This is an optimization exercise on Yosys and OpenROAD, whose aim is small area, not a production implementation. Only simulation tests tie the RTL to the original design; equivalence was not proved. Power and IR drop assume default switching activity.

==> design/flow/design.v <==
`timescale 1ns / 1ps
module ClockDivider(input CLK_IN,input RST,output reg CLK_OUT,output RISE,output FALL);
    parameter DIVISOR = 28'd1000;
    localparam WIDTH = $clog2(DIVISOR);
    reg[WIDTH-1:0] counter;
    wire next_out = ( counter < DIVISOR >> 1 )? 1'b1 : 1'b0;
    assign RISE = next_out & ~CLK_OUT;
    assign FALL = ~next_out & CLK_OUT;
    always @(posedge CLK_IN)
    begin
        if (RST)
        begin
            counter <= {WIDTH{1'b0}};
            CLK_OUT <= 1'b0;
        end
        else
        begin
        counter <= counter + 1'b1;    
        if(counter >= ( DIVISOR-1 ) )  
            counter <= {WIDTH{1'b0}};          
        CLK_OUT <= next_out;  
        end
    end
endmodule
`timescale 1ns / 1ps
module ClockDividerc(input CLK_IN,input RST,output reg CLK_OUT,output RISE,output FALL);
    parameter DIVISOR = 28'd10;
    localparam WIDTH = $clog2(DIVISOR);
    reg[WIDTH-1:0] counter;
    wire next_out = ( counter < DIVISOR >> 1 )? 1'b1 : 1'b0;
    assign RISE = next_out & ~CLK_OUT;
    assign FALL = ~next_out & CLK_OUT;
    always @(posedge CLK_IN)
    begin
        if (RST)
        begin
            counter <= {WIDTH{1'b0}};
            CLK_OUT <= 1'b0;
        end
        else
        begin
        counter <= counter + 1'b1;    
        if(counter >= ( DIVISOR-1 ) )  
            counter <= {WIDTH{1'b0}};          
        CLK_OUT <= next_out;  
        end
    end
endmodule
`timescale 1ns / 1ps
module Graphic_processor(in,clkin,rst,ledr,ledc);
input clkin;
input rst;
input wire [11:0]in;
wire [2:0]x[3:0];
assign x[0] = in[11:9]; 
assign x[1] = in[8:6]; 
assign x[2] = in[2:0]; 
assign x[3] = in[5:3]; 
output reg [7:0]ledr;
output reg [7:0]ledc;
reg [2:0]counter;
wire clkout, clkout_rise, clkout_fall;
ClockDividerc d1(clkin,rst,clkout,clkout_rise,clkout_fall);
always@(posedge clkin)
begin
    if (rst)
    begin
        ledc <= 8'b00000000;
        counter <= 3'd0;
    end
    else if (clkout_rise)
    begin
    case(counter)
    3'd0: ledc <= 8'b10000000;
    3'd1: ledc <= 8'b01000000;
    3'd2: ledc <= 8'b00100000;
    3'd3: ledc <= 8'b00010000;
    3'd4: ledc <= 8'b00001000;
    3'd5: ledc <= 8'b00000100;
    3'd6: ledc <= 8'b00000010;
    3'd7: ledc <= 8'b00000001;
    endcase
    if (counter == 3'd7)
    begin
        counter <= 3'd0;
    end
    else
    begin
        counter <= counter + 3'd1;
    end
    end
end
always@(posedge clkin)
begin
    if (rst)
        ledr <= 8'b11111111;
    else if (clkout_rise)
    case(counter)
        3'd0:
        begin ledr <= 8'b11111111;
            ledr[x[0]-1] <= 0;
            ledr[x[0]] <= 0;
            ledr[x[0]+1] <= 0;
            if (x[3] == 3'd0)
                ledr[x[2]] <= 0;
        end
        3'd1:
        begin ledr <= 8'b11111111;
            if (x[3] == 3'd1)
                ledr[x[2]] <= 0;
        end
        3'd2:
        begin ledr <= 8'b11111111;
            if (x[3] == 3'd2)
                ledr[x[2]] <= 0;
        end
        3'd3:
        begin ledr <= 8'b11111111;
            if (x[3] == 3'd3)
                ledr[x[2]] <= 0;
        end
        3'd4:
        begin ledr <= 8'b11111111;
            if (x[3] == 3'd4)
                ledr[x[2]] <= 0;
        end
        3'd5:
        begin ledr <= 8'b11111111;
            if (x[3] == 3'd5)
                ledr[x[2]] <= 0;
        end
        3'd6:
        begin ledr <= 8'b11111111;
            if (x[3] == 3'd6)
                ledr[x[2]] <= 0;
        end
        3'd7:
        begin ledr <= 8'b11111111;
            ledr[x[1]-1] <= 0;
            ledr[x[1]] <= 0;
            ledr[x[1]+1] <= 0;
            if (x[3] == 3'd7)
                ledr[x[2]] <= 0;
        end
    endcase
end
endmodule
`timescale 1ns / 1ps
module BCD(In,out);
input [3:0]In;
output reg[6:0]out;
always@(In)
begin
case(In)
4'd0: out <= 7'b0000001;
4'd1: out <= 7'b1001111;
4'd2: out <= 7'b0010010;
4'd3: out <= 7'b0000110;
4'd4: out <= 7'b1001100;
4'd5: out <= 7'b0100100;
4'd6: out <= 7'b0100000;
4'd7: out <= 7'b0001111;
4'd8: out <= 7'b0000000;
4'd9: out <= 7'b0000100;
default: out <= 7'b0000100;
endcase
end
endmodule
module ping_pong(up1,up2,down1,down2,start,rst,clkin,ledr,ledc,clkout,outs,en);
input up1,up2,down1,down2,start;
input rst;
input clkin;
output clkout;
reg [11:0]ploc;
reg vx;
reg [1:0]vy;
reg [3:0]score1;
reg [3:0]score2;
output reg [6:0]outs;
output reg [3:0]en;
reg res;
wire clkouts, clkouts_rise, clkouts_fall;
ClockDividerc C2(clkin, rst, clkouts, clkouts_rise, clkouts_fall);
reg resetb;
wire [6:0]ou1,ou2;
BCD B1(score1 , ou1);
BCD B2(score2, ou2);
always@(posedge clkin)
begin
if (rst)
begin
    en <= 4'b1111;
    outs <= 7'b1111111;
    res <= 0;
end
else if (clkouts_rise)
begin
if (res == 0)
begin
    en <= 4'b0111;
    outs <= ou1;
    res <= 1;
end
else if(res == 1)
begin
    en <= 4'b1110;
    outs <= ou2;
    res <= 0;
end
end
end
output [7:0]ledr,ledc;
wire clkout, clkout_rise, clkout_fall;
Graphic_processor G1(ploc,clkin,rst,ledr,ledc);
ClockDivider C1(clkin,rst,clkout,clkout_rise,clkout_fall);
always@(posedge clkin)
begin
    if (rst)
        ploc <= 12'b001001100100;
    else if (clkout_rise)
    begin
    if (start == 1 )
    begin
        if (down1 == 1 & up1 == 1)
        begin
            ploc[11:9] <= ploc[11:9];  
        end
        else
        begin
            if ((down1 == 1) & (ploc[11:9] != 3'd6))
            begin
                ploc[11:9] <= ploc[11:9]+3'd1;           
            end
            if ((up1 == 1) & (ploc[11:9] != 3'd1))
            begin
                ploc[11:9] <= ploc[11:9]-3'd1;         
            end
         end
        if (down2 == 1 & up2 == 1)
        begin
            ploc[8:6] <= ploc[8:6]; 
        end
        else 
        begin 
            if ((down2 == 1) & (ploc[8:6] != 3'd6))
            begin
                ploc[8:6] <= ploc[8:6]+3'd1;
            end
            if ((up2 == 1) & (ploc[8:6] != 3'd1))
            begin
                ploc[8:6] <= ploc[8:6]-3'd1;        
            end
        end
     end
    if ((start == 1) & (resetb==0))
    begin
        if(vx == 0)
        begin
            ploc[5:3] <= ploc[5:3] +1;
        end
        else
        begin 
            ploc[5:3] <= ploc[5:3] - 1;
        end
        if(vy == 2'd0)  
        begin
            ploc[2:0] <= ploc[2:0] +1;
        end
        else if(vy == 2'd1)  
        begin
            ploc[2:0] <= ploc[2:0]-1;
        end
        else
        begin 
            ploc[2:0] <= ploc[2:0];
        end
    end
    else if((start ==1) & (resetb == 1) )
    begin
    ploc[5] <= 0;
    ploc[4]  <= 1;
    ploc[3]  <=1;
    ploc[2]  <=0;
    ploc[1]  <=1;
    ploc[0]  <=1;
    end
    end
end
always@(posedge clkin)
begin
    if (rst)
    begin
        vx <= 1;
        vy <= 2'd2;
        score1 <= 4'd0;
        score2 <= 4'd0;
        resetb <= 0;
    end
    else if (clkout_fall)
    begin
    if (ploc[5:3]== 3'd6)
    begin
        if ((ploc[2:0] == ploc[8:6]) & (ploc[2:0]!= 3'd0) & (ploc[2:0]!= 3'd7))
         begin 
            vy <= 2'd2;
            vx <= 1; 
         end
         else if ((ploc[2:0] == ploc[8:6]+1)& (ploc[2:0]!= 3'd0) & (ploc[2:0]!= 3'd7))
         begin 
            vy <= 2'd0;
            vx <= 1; 
         end
         else if ((ploc[2:0] == ploc[8:6]-1) & (ploc[2:0]!= 3'd0) & (ploc[2:0]!= 3'd7))
         begin 
            vy <= 2'd1;
            vx <= 1; 
         end
         else
         begin
            vx <= 0;
         end
    end
    else 
    if(ploc[5:3]== 3'd1)
    begin
        if ((ploc[2:0] == ploc[11:9]) & (ploc[2:0]!= 3'd0) & (ploc[2:0]!= 3'd7))
         begin 
            vy <= 2'd2;
            vx <= 0;
         end
         else if ((ploc[2:0] == ploc[11:9]+1) & (ploc[2:0]!= 3'd0) & (ploc[2:0]!= 3'd7))
         begin 
            vy <= 2'd0;
            vx <= 0;
         end
         else if ((ploc[2:0] == ploc[11:9]-1) & (ploc[2:0]!= 3'd0) & (ploc[2:0]!= 3'd7))
         begin 
            vy <= 2'd1;
            vx <= 0;
         end
         else
         begin
            vx <= 1;
         end
    end
    if (resetb == 0)
    begin
        if(ploc[5:3]== 3'd7)
        begin
            score1 <= score1+1;
            vx <= 1;
            resetb <=1;
        end
        else if(ploc[5:3]== 3'd0)
        begin
            score2 <= score2+1;
            vx <= 0;
           resetb <= 1;
        end
    end
    else if((resetb == 1))
    begin
    resetb <= 0;
    end
    if(ploc[2:0] == 3'd0)
    begin
        vy <= 2'd0;
    end 
    if(ploc[2:0] == 3'd7)
    begin
        vy <= 2'd1;
    end 
    end
end
endmodule
==> design/flow/run.sh <==
#!/bin/bash
# synth_recipe.tcl (not shown) runs the flow's synth.tcl, then flattens the netlist and writes it again
# the make line also repeats each setting of config.mk as NAME=value (left out here)
make -C /OpenROAD-flow-scripts/flow DESIGN_CONFIG=/design/flow/config.mk WORK_HOME=/design/flow/orfs CLKGATE_MAP_FILE= SYNTH_SCRIPT=/design/flow/synth_recipe.tcl finish
==> design/flow/config.mk <==
export PLATFORM = sky130hd
export DESIGN_NAME = ping_pong
export DESIGN_NICKNAME = ping_pong
export VERILOG_FILES = /design/flow/design.v
export SDC_FILE = /design/flow/constraint.sdc
export NUM_CORES = 4
export LEC_CHECK = 0
export CAP_MARGIN = 20
export CORE_MARGIN = 2
export CORE_UTILIZATION = 40
export SLEW_MARGIN = 20
==> design/flow/constraint.sdc <==
create_clock -name core_clock -period 8.0 [get_ports {clkin}]
set_input_delay 1.6000 -clock core_clock [delete_from_list [all_inputs] [get_ports {clkin}]]
set_output_delay 1.6000 -clock core_clock [all_outputs]
set_load 0.01 [all_outputs]
==> reports/summary.txt <==
most frequent cells in the layout -> dfxtp_1, nor2_1, ha_1
GRT Total Usage -> 20.77%
number of diodes -> 0
Critical Path Source Type -> flip-flop
EDFF count, synth -> 0
period utilization -> 51.02%
die width -> 129.0 µm
Post-DP HPWL -> 12,340 µm
internal power -> 0.0008400 W
DIE HEIGHT -> 129.0 µm
biggest cell delay along the critical path -> 0.74 ns
# Max-Cap Violations -> 0
mean post-synth cell area -> 8.064 µm²
Synth Instances -> 775
first-pass GRT wire length -> 27,410 µm
# resized after CTS -> 0
CTS H-tree depth -> 3
share of power burned in registers -> 39.7%
vias after detailed routing -> 5,609
post-CTS setup buffer count -> 0
ANT nets after route -> 0
status -> complete, no violations
area grow syn2layout -> 11.59%
final hold vios -> 0
Max Clk Rate -> 0.2450 GHz
final setup violation count -> 0
worst slew pin tran -> 0.8565 ns
CTS tree -> yes
number of global-route vias before repair -> 5,500
Sink Count -> 88
Worst Setup SP -> ploc[9]$_SDFFE_PP1P_
largest net degree at the start of global routing -> 72
Core Region -> 15,260 µm²
peak supply drop -> 0.0001352 V
CP Max Fanout -> 18
Worst Hold Path Cells -> 1
Routed WL per cell -> 16.88 µm
DRC violations left -> 0
total negative slack -> 0 ns
Synth cell types -> 74
Final Critical Period -> 4.081 ns
antenna violations before repair -> 0
Root Driver -> clkbuf_16
PD cells -> 177.6 nW/µm²
Post-Layout Inst Area -> 6974 µm²
delay-heaviest family, CP -> simple AND/OR/NAND/NOR gates
clock latency (worst-skew pair) -> 0.36 ns
yosys warns -> 5
area of the die -> 16,640 µm²
Synth top area share -> 28.19%
FFs w/ async S/R, synth -> 0%
Post-Synthesis Cell Area -> 6250 µm²
RSZ-0062 raised after global routing -> false
fraction of layout cells with a size suffix above 1 -> 4.598%
Final #Nets -> 852
P_leak -> 2.809 nW
Final Wtd Congestion -> 0.9344
top_reg_cell synth -> dfxtp_1
Fin Clk Skew -> 0.009348 ns
Top Ports -> 35
Synth area leader -> dfxtp_1
WP depth -> 12
Worst path slowest cell -> dfxtp_1
Psw -> 0.0003986 W
initial cell density of the core -> 40.96%
DRT Pass-1 Iters -> 9
Layout Cells excl Fill -> 994
worst reg-to-reg path cell count -> 12
grt ovf -> 0
Port Buffers -> 32
required time of the critical path -> 8.21 ns
Num CTS Buffers -> 9
placed cell area -> 6660 µm²
Clk pwr share -> 36.4%
Final Slew Violations -> 0
Clock Path Buffers -> 2
final WL -> 16,780 µm
Hold Startpoint -> C1.counter[0]$_SDFF_PP0_
initial drt markers -> 433
Synth area leaders -> dfxtp_1, ha_1, nor2_1
hold-fix buffer count after cts -> 0
Worst Path Buf+Inv -> 2
combinational share of power -> 23.8%
R2R Path Start -> ploc[9]$_SDFFE_PP1P_
synthesis-stage register bit count -> 88
vias per inst -> 5.643
relative slew slack -> 42.90%
sequential fraction of the synthesis area -> 28.19%
CP Cell Sequence -> inv_1, ha_1, xnor2_1, nand3_1, inv_1, ha_1, nor4b_1, nand3_1, a21o_1, or4_1, a21oi_1, o31ai_1
CP Capture Type -> flip-flop
critical path data arrival time -> 4.29 ns
Std-Cell Rows -> 45
Hold WC Path Type -> flip-flop to flip-flop
Reg clk slew, reported paths -> 0.07 ns
most common cell after layout, fill and taps aside -> dfxtp_1
Sw Ratio -> 32.18%
critical path class -> flip-flop to flip-flop
post-placement cell count -> 978
## logic make-up (layout without fill, tap and decap cells)
kind of cell / Yosys count / in the layout / synth area share [%]
adder cells (fa/ha/maj): 67 / 67 / 13.65
other: 1 / 2 / 0.06000
AO/OA/AOI/OAI: 192 / 192 / 21.62
flip-flops: 88 / 88 / 28.19
buffers and inverters: 88 / 95 / 5.706
AND/OR/NAND/NOR: 283 / 283 / 22.44
XOR/XNOR: 41 / 41 / 5.866
multiplexers: 15 / 15 / 2.462
## worst register-to-register path: cells and delay by family (launching register included)
| kind | cells | cell delay (ns) |
|---|---|---|
| buffers and inverters | 2 | 0.32 |
| adders and majority gates | 2 | 0.67 |
| AOI/OAI and AO/OA | 3 | 0.47 |
| xor gates and xnor gates | 1 | 0.57 |
| and+or+nand+nor | 4 | 1.17 |
| DFF | 1 | 0.74 |
## area by class of cell
class | instances | area, µm²
fillers | 1499 | 8284
multi-input cells | 600 | 4135
flip-flops and latches | 88 | 1762
repair buffers | 34 | 330.3
well taps | 211 | 264.0
clock buffers | 10 | 239.0
inverters | 45 | 168.9
clock inverters | 6 | 75.07
## registers in the layout, summed over array words and instances, names as in the netlist, 2 cells and up
name / cells
vy: 2
score2: 4
ou2: 7
G1.ledc: 8
en: 2
ploc: 12
score1: 4
C1.counter: 10
C2.counter: 4
G1.counter: 3
ou1: 7
G1.d1.counter: 4
G1.ledr: 8
outs: 7
## through the flow
step | power [W] | utilization (%) | hold WS [ns] | worst slack, ns
floorplan | 0.0007013 | - | 0.4175 | 4.441
global placement | 0.0007843 | 43.65 | 0.4305 | 4.226
detailed placement | 0.0007944 | 43.65 | 0.4476 | 3.948
CTS | 0.001250 | 45.71 | 0.4572 | 3.958
global route | 0.001306 | 45.71 | 0.4853 | 3.531
finish | 0.001239 | 45.71 | 0.4511 | 3.919
## routing by layer
| layer | routed length, µm | vias up | track usage (%) |
|---|---|---|---|
| met3 | 811 | 28 | 3.784 |
| met1 | 7566 | 2671 | 26.51 |
| li1 | - | 2769 | - |
| met5 | 0 | - | 0 |
| met2 | 8092 | 141 | 35.17 |
| met4 | 306 | 0 | 7.417 |
## final timing paths
path	to	slack (ns)
max	G1.ledr[2]$_SDFFE_PP1P_	3.92
min	C1.counter[0]$_SDFF_PP0_	0.45
max reg2reg	G1.ledr[2]$_SDFFE_PP1P_	3.92
min reg2reg	C1.counter[0]$_SDFF_PP0_	0.45
## power groups by stage
stage               Combinational [W]  Clock, W  Sequential (W)
finish                       0.000295  0.000451        0.000492
global route                 0.000327  0.000482        0.000497
CTS                          0.000293  0.000465        0.000492
detailed placement           0.000292         0        0.000502
global placement             0.000284         0        0.000501
floorplan                    0.000211         0        0.000490
## synth_stat cells, drive strengths merged (20+ instances only)
cell type	instances
nand2	61
o21ai	32
clkbuf	30
xnor2	30
nand2b	20
nor2	78
inv	45
nand3	32
a21oi	48
nor3	22
dfxtp	88
ha	65

==> port drivers added, routing unchanged <==
How much do the figures lean on ideal ports? The routed layout below was timed once more, with nothing changed but the port constraints.
Step 1 (the two cells are an assumption about what drives the block):
set clk [get_ports {clkin}]
set_driving_cell -lib_cell sky130_fd_sc_hd__clkbuf_16 $clk
set_driving_cell -lib_cell sky130_fd_sc_hd__buf_2 [delete_from_list [all_inputs] $clk]
Step 2 adds t to the input delays and takes it off the output delays; t is the mean of the earliest and latest rising clock arrival at the registers after step 1. Input paths then give back, and output paths get back, about the clock's delay inside the block.
Three values: ideal ports, drivers, drivers and shift; two values: the first two.
t, ns: 0.394
slack for setup (ns): 3.919 / 3.919 / 3.919
worst slew at a driven data input, ns: 0.04
After both steps setup and hold are still met in this run. For this run, drivers alone change the setup slack by 0.000 ns; drivers and shift together by 0.000 ns.
